Background: an optimization exercise with open tools, aiming at small area. Do not read the settings as production practice. Only simulation tests tie the RTL to the original design; equivalence was not proved.

==> inputs of job 2090 <==
## menu
module menu(CLOCK_50, LEDG, LEDR, KEY, SW, HEX0, HEX1, HEX2, HEX3, HEX4, HEX5, HEX6, HEX7, reset);
==> flow/config.mk <==
export PLATFORM = sky130hd
export DESIGN_NAME = menu
export DESIGN_NICKNAME = menu
export VERILOG_FILES = /design/flow/design.v
export SDC_FILE = /design/flow/constraint.sdc
export NUM_CORES = 4
export LEC_CHECK = 0
export ABC_AREA = 1
export CAP_MARGIN = 20
export CORE_MARGIN = 2
export CORE_UTILIZATION = 40
export CTS_CLUSTER_DIAMETER = 150
export CTS_CLUSTER_SIZE = 22
export SLEW_MARGIN = 20
==> flow/constraint.sdc <==
create_clock -name core_clock -period 25.0 [get_ports {CLOCK_50}]
set_input_delay 5.0000 -clock core_clock [delete_from_list [all_inputs] [get_ports {CLOCK_50}]]
set_output_delay 5.0000 -clock core_clock [all_outputs]
set_load 0.01 [all_outputs]
standard.sh (not shown) runs the stock make flow with config.mk's settings and CLKGATE_MAP_FILE= SYNTH_SCRIPT=/design/flow/synth_recipe.tcl, a recipe that flattens the netlist after the stock synthesis.
==> flow/flow/run.sh <==
#!/bin/bash
# The standard layout, except: the port buffers use the smallest buffer cell,
# and the gates that synthesis sized up are put back to their smallest size
# before floorplanning (the resizer sizes up again where slew or load needs it).
set -e
here=$(pwd)
export BUFFER_PORTS_ARGS="-buffer_cell sky130_fd_sc_hd__buf_1"
bash standard.sh synth > standard_synth.log 2>&1
odb=$(ls orfs/results/*/*/*/1_synth.odb)
sed -e "s#@ODB@#$here/$odb#" flow/downsize.tcl > downsize_run.tcl
openroad -no_init -exit downsize_run.tcl > downsize.log 2>&1
bash standard.sh > standard.log 2>&1
==> flow/flow/downsize.tcl <==
# Swap every combinational cell of drive strength 2 or more for its drive-1
# version (same pins); flip-flops and clock buffers are left as they are.
read_db @ODB@
set db [ord::get_db]
set block [[$db getChip] getBlock]
set n 0
foreach inst [$block getInsts] {
  set name [[$inst getMaster] getName]
  if {[regexp {^(sky130_fd_sc_hd__[a-z0-9]+)_([0-9]+)$} $name -> base drive]} {
    if {$drive <= 1 || [string match "*df*" $base] || [string match "*clkbuf*" $base] || [string match "*dl*" $base]} { continue }
    set m [$db findMaster "${base}_1"]
    if {$m == "NULL" || $m == ""} { continue }
    $inst swapMaster $m
    incr n
  }
}
puts "downsized $n cells"
write_db @ODB@
==> job 7567 (differences from job 2090) <==
==> flow/flow/run.sh (replaced) <==
#!/bin/bash
# The standard layout, except: after the standard synthesis the combinational
# logic is re-mapped for area (OpenROAD restructure) and gates left sized up
# are put back to drive 1 (the resizer sizes up again where slew or load needs
# it); the port buffers use the smallest buffer cell.
set -e
here=$(pwd)
export BUFFER_PORTS_ARGS="-buffer_cell sky130_fd_sc_hd__buf_1"
bash standard.sh synth > standard_synth.log 2>&1
res=$(dirname $(ls orfs/results/*/*/*/1_synth.odb))
lib=$here/restructure_lib.lib
python3 flow/libfilter.py $FLOW_HOME/platforms/sky130hd/lib/sky130_fd_sc_hd__tt_025C_1v80.lib $lib > libfilter.log 2>&1
mkdir -p restructure_work
sed -e "s#@LIB@#$lib#g" -e "s#@ODB@#$here/$res/1_synth.odb#g" -e "s#@SDC@#$here/$res/1_synth.sdc#g" \
    -e "s#@WORK@#$here/restructure_work#g" flow/restructure.tcl > restructure_run.tcl
openroad -no_init -exit restructure_run.tcl > restructure.log 2>&1
sed -e "s#@ODB@#$here/$res/1_synth.odb#" flow/downsize.tcl > downsize_run.tcl
openroad -no_init -exit downsize_run.tcl > downsize.log 2>&1
bash standard.sh > standard.log 2>&1
==> flow/flow/libfilter.py (new file) <==
#!/usr/bin/env python3
# Copy a liberty file without the cells that the platform marks don't-use
# (sky130hd: the lpflow_* cells and the probe cells), so that restructure's
# ABC mapping can not pick them.
import re, sys
src, dst = sys.argv[1], sys.argv[2]
text = open(src).read()
out = []
pos = 0
for m in re.finditer(r'\n\s*cell\s*\(\s*"?([A-Za-z0-9_]+)"?\s*\)\s*\{', text):
    if m.start() < pos:
        continue
    name = m.group(1)
    # find the end of this cell group by brace matching
    depth = 0
    i = m.end() - 1
    while True:
        c = text[i]
        if c == '{':
            depth += 1
        elif c == '}':
            depth -= 1
            if depth == 0:
                break
        i += 1
    if re.search(r'lpflow_|probe_p_|probec_p_', name):
        out.append(text[pos:m.start()])
        pos = i + 1
out.append(text[pos:])
open(dst, 'w').write(''.join(out))
==> flow/flow/restructure.tcl (new file) <==
# Re-map the combinational logic of the synthesized netlist for area with
# OpenROAD's restructure (ABC); flip-flops and ports are not touched.
read_liberty @LIB@
read_db @ODB@
read_sdc @SDC@
restructure -liberty_file @LIB@ -target area \
  -tielo_port sky130_fd_sc_hd__conb_1/LO -tiehi_port sky130_fd_sc_hd__conb_1/HI \
  -work_dir @WORK@
write_db @ODB@
==> job 8350 (differences from job 2090) <==
--- a/flow/design.v
+++ b/flow/design.v
@@ -8,47 +8,56 @@
 output reg [6:0] HEX0, HEX1, HEX2, HEX3, HEX4, HEX5, HEX6, HEX7;   
 output reg lost;                           
 output reg [3:0] dig0, dig1, dig4, dig5;
 output [7:0] hv_t;    
 output [3:0] hv_o;    
 reg [6:0] clk_wall;
 reg [3:0] wall_move;
-reg [2:0] lvl;         
+reg winc;              
 reg [11:0] clkrng;
 reg visit, choose_wall;
 reg [4:0] js;          
 reg [6:0] clk_s, clk_l;
 reg loss;
 reg [3:0] wo, ho;
 reg [2:0] wt, ht;
 reg k0, k1, k2;
 output reg on;         
 reg [6:0] clk_wall_n;
 reg [3:0] wall_move_n;
-reg [2:0] lvl_n;
+reg winc_n;
+reg [2:0] lvl;         
 reg [11:0] clkrng_n;
 reg visit_n, choose_wall_n;
 reg [4:0] js_n;
 reg [6:0] clk_s_n, clk_l_n;
 reg loss_n;
 reg [3:0] wo_n, ho_n;
 reg [2:0] wt_n, ht_n;
 reg s_col, l_col;
 reg wall_step, rng_wrap;
 reg winz, hs_ge5, w_ge5;
 reg [6:0] d_hex0, d_hex1, d_hex2, d_hex3, d_hex4, d_hex5, d_hex6, d_hex7;
 reg [17:0] d_ledr;
 reg [7:0] d_ledg;
 always @* begin
-	clk_wall_n = clk_wall; wall_move_n = wall_move; lvl_n = lvl; clkrng_n = clkrng;
+	clk_wall_n = clk_wall; wall_move_n = wall_move; clkrng_n = clkrng; winc_n = 0;
 	visit_n = visit; choose_wall_n = choose_wall;
 	js_n = js; clk_s_n = clk_s; clk_l_n = clk_l;
 	loss_n = loss;
 	wt_n = wt; wo_n = wo;
 	ht_n = ht; ho_n = ho;
+	case(wt)
+		0: lvl = (wo >= 5) ? 3'd1 : 3'd0;
+		1: lvl = (wo >= 5) ? 3'd3 : 3'd2;
+		2: lvl = (wo >= 5) ? 3'd5 : 3'd4;
+		3: lvl = (wo != 0) ? 3'd6 : 3'd5;
+		default: lvl = 6;
+	endcase
+	if (winc && ((wo == 5 && wt <= 2) || (wo == 0 && (wt == 1 || wt == 2)) || (wo == 1 && wt == 3))) lvl = lvl - 1;
 	if (js >= 1 && js <= 8) begin
 		s_col = !(js >= 2 && js <= 5);
 		l_col = 1;
 	end else if (js >= 9) begin
 		s_col = !(js >= 10 && js <= 14);
 		l_col = !(js >= 11 && js <= 13);
 	end else begin
@@ -78,20 +87,14 @@
 		4: rng_wrap = (clkrng > 3000);
 		5: rng_wrap = (clkrng > 3500);
 		6: rng_wrap = (clkrng > 4000);
 		default: rng_wrap = (clkrng != 0);
 	endcase
 	clkrng_n = rng_wrap ? 12'd0 : clkrng + 1;
 	if (visit) choose_wall_n = (clkrng > 1000);
-	if (wt > 3 || (wt == 3 && wo != 0)) lvl_n = 6;
-	else if (wt == 2 && wo == 5) lvl_n = 5;
-	else if (wt == 2 && wo == 0) lvl_n = 4;
-	else if (wt == 1 && wo == 5) lvl_n = 3;
-	else if (wt == 1 && wo == 0) lvl_n = 2;
-	else if (wt == 0 && wo == 5) lvl_n = 1;
 	case(wall_move_n)
 		0: d_hex0[2] = 0;
 		1: d_hex0[4] = 0;
 		2: d_hex1[2] = 0;
 		3: d_hex1[4] = 0;
 		4: d_hex2[2] = 0;
 		5: d_hex2[4] = 0;
@@ -126,14 +129,15 @@
 	endcase
 	if (wall_move_n == 0) visit_n = 0;
 	if (wall_move_n == 15) begin
 		if (visit == 0) begin
 			if (s_col || (choose_wall_n && l_col)) begin
 				loss_n = 1;
 			end else begin
+				winc_n = 1;
 				if (wo == 9) begin
 					wt_n = wt + 1; wo_n = 0;
 				end else begin
 					wo_n = wo + 1;
 				end
 			end
 		end
@@ -169,15 +173,15 @@
 	if (!k0) begin
 		wall_move_n = 0;
 		js_n = 0;
 		loss_n = 0;
 		wt_n = 0; wo_n = 0;
 		visit_n = 0;
 		choose_wall_n = 0;
-		lvl_n = 0;
+		winc_n = 0;
 	end
 	d_ledr = 18'd0;
 	if (wo_n > 0) d_ledr[17] = 1;
 	if (wo_n > 1) d_ledr[16] = 1;
 	if (wo_n > 2) d_ledr[15] = 1;
 	if (wo_n > 3) d_ledr[14] = 1;
 	if (wo_n > 4) d_ledr[13] = 1;
@@ -217,29 +221,31 @@
 	dig1 = hs_ge5 ? 4'd5 : {1'b0, ht_n};
 	LEDR = d_ledr; LEDG = d_ledg;
 	HEX0 = d_hex0; HEX1 = d_hex1; HEX2 = d_hex2; HEX3 = d_hex3;
 	HEX4 = d_hex4; HEX5 = d_hex5; HEX6 = d_hex6; HEX7 = d_hex7;
 end
 assign hv_t = {5'd0, sel_prev ? ht : ht_n};
 assign hv_o = sel_prev ? ho : ho_n;
+always @(posedge CLOCK_50)
+	if (toggle) begin
+		k0 <= KEY[0]; k1 <= KEY[1]; k2 <= KEY[2];
+	end
 always @(posedge CLOCK_50) begin
 	if (reset) begin
-		clk_wall <= 0; wall_move <= 0; lvl <= 0; clkrng <= 0;
+		clk_wall <= 0; wall_move <= 0; winc <= 0; clkrng <= 0;
 		visit <= 0; choose_wall <= 0;
 		js <= 0; clk_s <= 0; clk_l <= 0;
 		loss <= 0;
 		wt <= 0; wo <= 0;
 		ht <= 0; ho <= 0;
-		k0 <= 1; k1 <= 1; k2 <= 1;
 		on <= 0;
 	end else if (toggle) begin
-		k0 <= KEY[0]; k1 <= KEY[1]; k2 <= KEY[2];
 		on <= 1;
 		if (on) begin
-			clk_wall <= clk_wall_n; wall_move <= wall_move_n; lvl <= lvl_n; clkrng <= clkrng_n;
+			clk_wall <= clk_wall_n; wall_move <= wall_move_n; winc <= winc_n; clkrng <= clkrng_n;
 			visit <= visit_n; choose_wall <= choose_wall_n;
 			js <= js_n; clk_s <= clk_s_n; clk_l <= clk_l_n;
 			loss <= loss_n;
 			wt <= wt_n; wo <= wo_n;
 			ht <= ht_n; ho <= ho_n;
 		end
 	end
@@ -252,52 +258,55 @@
 input [17:0] SW;
 output reg [17:0] LEDR;
 output reg [7:0] LEDG;
 output reg [3:0] dig0, dig1, dig4, dig5;    
 output reg on;                               
 output [3:0] hs_view;                        
 reg [6:0] Q;
-reg [5:0] th;           
+reg incl;               
 reg [4:0] T;
 reg lit, nxt;           
 reg [4:0] win;          
 reg [3:0] winnum, hs;
 reg [19:0] winnum2, hs2;
 reg [5:0] R;
 reg [4:0] S;
 reg fast;               
 reg [3:0] gcode;        
 reg k0, k1, swb;
 reg [6:0] Q_n;
-reg [5:0] th_n;
+reg incl_n;
+reg [4:0] wprev;
+reg [4:0] wmin;
 reg [4:0] T_n;
 reg lit_n, nxt_n;
 reg [4:0] win_n;
 reg [3:0] winnum_n, hs_n;
 reg [19:0] winnum2_n, hs2_n;
 reg [5:0] R_n;
 reg [4:0] S_n;
 reg fast_n;
 reg [3:0] gcode_n;
 reg [6:0] Q1;
 reg [5:0] R1;
 reg [4:0] Tload;
 integer i;
 always @* begin
-	Q_n = Q; th_n = th; T_n = T; lit_n = lit; nxt_n = nxt; win_n = win;
+	Q_n = Q; incl_n = 0; T_n = T; lit_n = lit; nxt_n = nxt; win_n = win;
 	winnum_n = winnum; hs_n = hs; winnum2_n = winnum2; hs2_n = hs2;
 	R_n = R; S_n = S; fast_n = fast; gcode_n = gcode;
 	Q1 = Q + 1;
-	if (Q1 >= {th, 1'b0} && T > 0) begin
+	wprev = win - incl;
+	wmin = (wprev > 20) ? 5'd20 : wprev;
+	if (Q1 + {wmin, 1'b0} >= 80 && T > 0) begin
 		if (lit == 0) T_n = T - 1;
 		Q_n = 0;
 	end else begin
 		Q_n = Q1;
 	end
-	if (th > 20) th_n = 6'd40 - win;
 	if (winnum > 9) begin
 		winnum_n = 0;
 		winnum2_n = winnum2 + 1;
 	end
 	if (winnum2 > hs2) begin
 		hs_n = winnum;
 		hs2_n = winnum2;
@@ -322,50 +331,54 @@
 		lit_n = 0;
 		nxt_n = 0;
 	end
 	if (T < 1) T_n = 18;
 	if (S > 17) S_n = 1;
 	if (T < 18 && swb && lit) begin
 		if (nxt == 0) begin
-			if (win != 31) win_n = win + 1;
+			if (win != 31) begin
+				win_n = win + 1;
+				incl_n = 1;
+			end
 			winnum_n = winnum + 1;
 			nxt_n = 1;
 		end
 	end else if (lit) begin
 		win_n = 0;
 		winnum_n = 0;
 		winnum2_n = 0;
-		th_n = 40;
 		gcode_n = 0;
 	end
 	dig4 = winnum;
 	dig5 = winnum2 > 9 ? 4'd9 : winnum2[3:0];
 	dig0 = hs;
 	dig1 = hs2 > 9 ? 4'd9 : hs2[3:0];
 	LEDR = 0;
 	for (i = 0; i < 18; i = i + 1)
 		if (T == i) LEDR[i] = 1;
 	for (i = 0; i < 8; i = i + 1)
 		LEDG[7-i] = (gcode_n >= 1 && gcode_n <= 8 && i < gcode_n) || (gcode_n >= 9 && i + 8 >= gcode_n);
 	Tload = on ? T_n : T;
 end
 assign hs_view = sel_prev ? hs : hs_n;
+always @(posedge CLOCK_50)
+	if (toggle) begin
+		k0 <= KEY[0]; k1 <= KEY[1];
+		swb <= (Tload < 18) ? SW[Tload] : 1'b0;
+	end
 always @(posedge CLOCK_50) begin
 	if (reset) begin
-		Q <= 0; th <= 40; T <= 18; lit <= 0; nxt <= 0; win <= 0;
+		Q <= 0; incl <= 0; T <= 18; lit <= 0; nxt <= 0; win <= 0;
 		winnum <= 0; hs <= 0; winnum2 <= 0; hs2 <= 0;
 		R <= 0; S <= 0; fast <= 0; gcode <= 0;
-		k0 <= 1; k1 <= 1; swb <= 0;
 		on <= 0;
 	end else if (toggle) begin
-		k0 <= KEY[0]; k1 <= KEY[1];
-		swb <= (Tload < 18) ? SW[Tload] : 1'b0;
 		on <= 1;
 		if (on) begin
-			Q <= Q_n; th <= th_n; T <= T_n; lit <= lit_n; nxt <= nxt_n; win <= win_n;
+			Q <= Q_n; incl <= incl_n; T <= T_n; lit <= lit_n; nxt <= nxt_n; win <= win_n;
 			winnum <= winnum_n; hs <= hs_n; winnum2 <= winnum2_n; hs2 <= hs2_n;
 			R <= R_n; S <= S_n; fast <= fast_n; gcode <= gcode_n;
 		end
 	end
 end
 endmodule
 module timegame(CLOCK_50, reset, toggle, KEY, sel_prev,
==> flow/flow/run.sh (replaced) <==
#!/bin/bash
# The standard layout, except: after the standard synthesis the combinational
# logic is re-mapped for area (OpenROAD restructure) and gates left sized up
# are put back to drive 1 (the resizer sizes up again where slew or load needs
# it); the port buffers use the smallest buffer cell.
set -e
here=$(pwd)
export BUFFER_PORTS_ARGS="-buffer_cell sky130_fd_sc_hd__buf_1"
bash standard.sh synth > standard_synth.log 2>&1
res=$(dirname $(ls orfs/results/*/*/*/1_synth.odb))
lib=$here/restructure_lib.lib
python3 flow/libfilter.py $FLOW_HOME/platforms/sky130hd/lib/sky130_fd_sc_hd__tt_025C_1v80.lib $lib > libfilter.log 2>&1
mkdir -p restructure_work
sed -e "s#@LIB@#$lib#g" -e "s#@ODB@#$here/$res/1_synth.odb#g" -e "s#@SDC@#$here/$res/1_synth.sdc#g" \
    -e "s#@WORK@#$here/restructure_work#g" flow/restructure.tcl > restructure_run.tcl
openroad -no_init -exit restructure_run.tcl > restructure.log 2>&1
sed -e "s#@ODB@#$here/$res/1_synth.odb#" flow/downsize.tcl > downsize_run.tcl
openroad -no_init -exit downsize_run.tcl > downsize.log 2>&1
bash standard.sh > standard.log 2>&1
==> flow/flow/libfilter.py (new file) <==
#!/usr/bin/env python3
# Copy a liberty file without the cells that the platform marks don't-use
# (sky130hd: the lpflow_* cells and the probe cells), so that restructure's
# ABC mapping can not pick them.
import re, sys
src, dst = sys.argv[1], sys.argv[2]
text = open(src).read()
out = []
pos = 0
for m in re.finditer(r'\n\s*cell\s*\(\s*"?([A-Za-z0-9_]+)"?\s*\)\s*\{', text):
    if m.start() < pos:
        continue
    name = m.group(1)
    # find the end of this cell group by brace matching
    depth = 0
    i = m.end() - 1
    while True:
        c = text[i]
        if c == '{':
            depth += 1
        elif c == '}':
            depth -= 1
            if depth == 0:
                break
        i += 1
    if re.search(r'lpflow_|probe_p_|probec_p_', name):
        out.append(text[pos:m.start()])
        pos = i + 1
out.append(text[pos:])
open(dst, 'w').write(''.join(out))
==> flow/flow/restructure.tcl (new file) <==
# Re-map the combinational logic of the synthesized netlist for area with
# OpenROAD's restructure (ABC); flip-flops and ports are not touched.
read_liberty @LIB@
read_db @ODB@
read_sdc @SDC@
restructure -liberty_file @LIB@ -target area \
  -tielo_port sky130_fd_sc_hd__conb_1/LO -tiehi_port sky130_fd_sc_hd__conb_1/HI \
  -work_dir @WORK@
write_db @ODB@
==> flow/config.mk (replaced) <==
export PLATFORM = sky130hd
export DESIGN_NAME = menu
export DESIGN_NICKNAME = menu
export VERILOG_FILES = /design/flow/design.v
export SDC_FILE = /design/flow/constraint.sdc
export NUM_CORES = 4
export LEC_CHECK = 0
export ABC_AREA = 1
export CAP_MARGIN = 20
export CORE_MARGIN = 2
export CORE_UTILIZATION = 60
export CTS_CLUSTER_DIAMETER = 150
export CTS_CLUSTER_SIZE = 22
export GPL_TIMING_DRIVEN = 0
export SLEW_MARGIN = 20
==> impl_metrics.tcl <==
set metrics [dict create \
    status "timing/DRC/antenna clean" \
    drtIter0Drc 1418 \
    layout_common_cells "353 x clkinv_1, 337 x nor2_1, 306 x dfxtp_1" \
    dieHeight_um 202 \
    internal_power_w 0.000656 \
]
The numbers above come from job 7567.

==> impl_metrics.tcl <==
set metrics [dict create \
    status "timing/DRC/antenna clean" \
    multi_input_area_share_pct 54.2 \
    cts.clk_slew.worst_paths_ns 0.10 \
    internal_power_w 0.000659 \
    met2WireLength_um 26700 \
    worstSetupStartpoint "runjump.loss" \
    layout_common_cells "578 x nand2_1, 437 x inv_1, 306 x dfxtp_1" \
    worstHoldStart "runjump.choose_wall" \
    dieHeight_um 224 \
]
The numbers above come from job 2090.

==> impl_metrics.tcl <==
set metrics [dict create \
    status "timing/DRC/antenna clean" \
    critPathSlowestCell "a211oi_1" \
    dieHeight_um 164 \
    drtIter0Drc 1524 \
    layout_common_cells "334 x nor2_1, 320 x clkinv_1, 292 x dfxtp_1" \
    synth_nets 2042 \
    nMultiInputCombCells 1398 \
    dp.cells 2460 \
    internal_power_w 0.000643 \
    place_area_um2 16200 \
]
The numbers above come from job 8350.

==> what the ideal ports hide <==
The results above use ideal ports. As a check the final layouts listed here were re-extracted and re-timed, cells and wires unchanged.
Step 1, drivers: a clkbuf_16 drives CLOCK_50 and a buf_2 each remaining input, both assumed.
Step 2 adds t to the input delays and takes it off the output delays; t is the mean of the earliest and latest rising clock arrival at the registers after step 1. Input paths then give back, and output paths get back, about the clock's delay inside the block.
Three values: no drivers, after step 1, after step 2; two values: the first two.
| run | t (ns) | setup slack, ns | worst hold slack (ns) | clock arrival spread, ns | worst data-port slew with drivers (ns) |
|---|---|---|---|---|---|
| job 2090 | 0.581 | 17.628 / 17.628 / 17.153 | 0.471 / 0.471 / 0.471 | 0.017 / 0.017 | 0.04 |
| job 7567 | 0.582 | 16.310 / 16.310 / 16.310 | 0.466 / 0.466 / 0.466 | 0.022 / 0.022 | 0.04 |
| job 8350 | 0.558 | 14.622 / 14.622 / 14.622 | 0.470 / 0.470 / 0.470 | 0.017 / 0.017 | 0.03 |
After both steps setup and hold are still met in every run listed. The setup slack of job 2090, which loses most, moves by 0.000 ns with the drivers and by -0.475 ns with both steps.
